Background: an optimization exercise with open tools, aiming at small area. Do not read the settings as production practice.
Only simulation tests tie the RTL to the original design; equivalence was not proved.

## main
==> flow/design.v (excerpt) <==
module synth_engine(
    input clk,
    input rst_n,
    input audio_sync,
    input [4:0] out_gain,
    output [10:0] reg_addr,
    input [31:0] reg_rdata,
    output [10:0] ph_raddr,
    input [23:0] ph_rdata,
    output [10:0] ph_waddr,
    output [23:0] ph_wdata,
    output ph_we,
    output [15:0] out_data,
    output out_valid
    );
==> flow/config.mk <==
export PLATFORM = sky130hd
export DESIGN_NAME = synth_engine
export DESIGN_NICKNAME = synth_engine
export VERILOG_FILES = /design/flow/design.v
export SDC_FILE = /design/flow/constraint.sdc
export NUM_CORES = 4
export LEC_CHECK = 0
export CAP_MARGIN = 0
export CORE_MARGIN = 2
export CORE_UTILIZATION = 70
export CTS_CLUSTER_DIAMETER = 80
export CTS_CLUSTER_SIZE = 30
export PLACE_DENSITY = 0.75
export SLEW_MARGIN = 0
==> flow/constraint.sdc <==
create_clock -name core_clock -period 10.0 [get_ports {clk}]
set_input_delay 2.0000 -clock core_clock [delete_from_list [all_inputs] [get_ports {clk}]]
set_output_delay 2.0000 -clock core_clock [all_outputs]
set_load 0.01 [all_outputs]
run.sh (not shown) runs the stock make flow with config.mk's settings and CLKGATE_MAP_FILE= SYNTH_SCRIPT=/design/flow/synth_recipe.tcl, a recipe that flattens the netlist after the stock synthesis.
main finished every stage and its layout cleared the timing, design-rule and antenna checks.
The following lists how the feature branch was set up differently from main:
Settings: CORE_UTILIZATION changed from 70 to 65; PLACE_DENSITY removed (was 0.75).
### Flow results
The feature branch ended up with a higher required time of the critical path than main did.
The feature branch against main: fraction of standard cell area that is sequential now sits at about the same level; growth of design area from synthesis to finish now sits higher.

* * *

Another version of the RTL of synth_engine (not shown whole).
For scale: roughly 4100 cells after synthesis, roughly 480 flip-flops, about 140 I/O pins.
make LEC_CHECK=0 CAP_MARGIN=0 CORE_MARGIN=2 CORE_UTILIZATION=75 CTS_CLUSTER_DIAMETER=80 CTS_CLUSTER_SIZE=30 PLACE_DENSITY=0.8 SLEW_MARGIN=0 finish   # period 10.0 ns
Then changed:
--- a/flow/config.mk
+++ b/flow/config.mk
@@ -9,6 +9,6 @@
 export CORE_MARGIN = 2
-export CORE_UTILIZATION = 75
-export CTS_CLUSTER_DIAMETER = 80
-export CTS_CLUSTER_SIZE = 30
-export PLACE_DENSITY = 0.8
+export CORE_UTILIZATION = 70
+export CTS_CLUSTER_DIAMETER = 90
+export CTS_CLUSTER_SIZE = 25
+export PLACE_DENSITY = 0.75
 export SLEW_MARGIN = 0
After rerunning: Cell count is higher slightly. First-iteration DRC count drops by about a fifth. Design area came out lower slightly. Critical path depth rose by 6. Fmax climbs by a few percent. Routed wire length drops by a little under a tenth. Register-to-register slack improves by 0.21 ns. Hold slack is better by 0.0094 ns. Sequential share of layout area hardly moves. Setup slack improved by 0.21 ns.
Then changed:
--- a/flow/config.mk
+++ b/flow/config.mk
@@ -10,4 +10,4 @@
 export CORE_UTILIZATION = 70
-export CTS_CLUSTER_DIAMETER = 90
-export CTS_CLUSTER_SIZE = 25
+export CTS_CLUSTER_DIAMETER = 80
+export CTS_CLUSTER_SIZE = 30
 export PLACE_DENSITY = 0.75
The new run went through all stages and came out clean. Wire length came out higher by about 1.8%. Maximum frequency is lower by 0.54%. Final area barely changes. Utilization grows by 0.19 points. Worst setup slack gets worse by 0.052 ns. Area after synthesis stays the same.

* * *

== run B ==
synth_engine, a different RTL version from the one above (not shown whole).
For scale: ~5100 cells after synthesis, roughly 430 flip-flops, about 44000 µm² of cells after synthesis.
clock: 10.0 ns
lec_check: 0
cap_margin: 0
core_margin: 2
core_utilization: 65
cts_cluster_diameter: 80
cts_cluster_size: 30
slew_margin: 0
Input changes introduced in run E (baseline for comparison: run B):
- a change of CTS_CLUSTER_SIZE from 30 to 35
- a change of CORE_UTILIZATION from 65 to 72
- a change of CTS_CLUSTER_DIAMETER from 80 to 70
## What came out
Headroom to the max-slew limit: higher on run B. Taking run B as 1.0, run E lands at 1.06 on worst-case reg-to-reg path depth. In run E, the non-filler instance count after layout came out about 1.6% below the value in run B. The number of remaining DRC errors was comparable across run B and run E.

static timing again, ports no longer ideal:
The flow's constraints put no driver on any port. The routed layouts listed below were extracted and timed again, unchanged, in two steps.
Step 1 (the two cells are an assumption about what drives the block):
set clk [get_ports {clk}]
set_driving_cell -lib_cell sky130_fd_sc_hd__clkbuf_16 $clk
set_driving_cell -lib_cell sky130_fd_sc_hd__buf_2 [delete_from_list [all_inputs] $clk]
Step 2 times the ports against the registers' clock, not the clock port: input delays grow and output delays shrink by t, the midpoint of the rising clock arrivals with the driver on.
Slacks: ideal ports / drivers / drivers and shift; pairs: ideal ports / drivers.
run	shift t [ns]	setup slack, ns	worst setup path at the end
main	0.661	0.164 / 0.164 / 0.164	register to register
the feature branch	0.671	0.295 / 0.295 / 0.271	input to register
the first run of note 2	0.653	0.198 / 0.198 / 0.021	input to register
the second run of note 2	0.666	0.409 / 0.409 / 0.096	input to register
the third run of note 2	0.675	0.357 / 0.357 / 0.132	input to register
run B	0.684	0.603 / 0.647 / -0.038	input to register
run E	0.681	0.624 / 0.662 / -0.019	input to register
With both steps, setup timing fails in run B and run E, where it was met with ideal ports. The setup slack of run E, which loses most, moves by +0.038 ns with the drivers and by -0.643 ns with both steps.
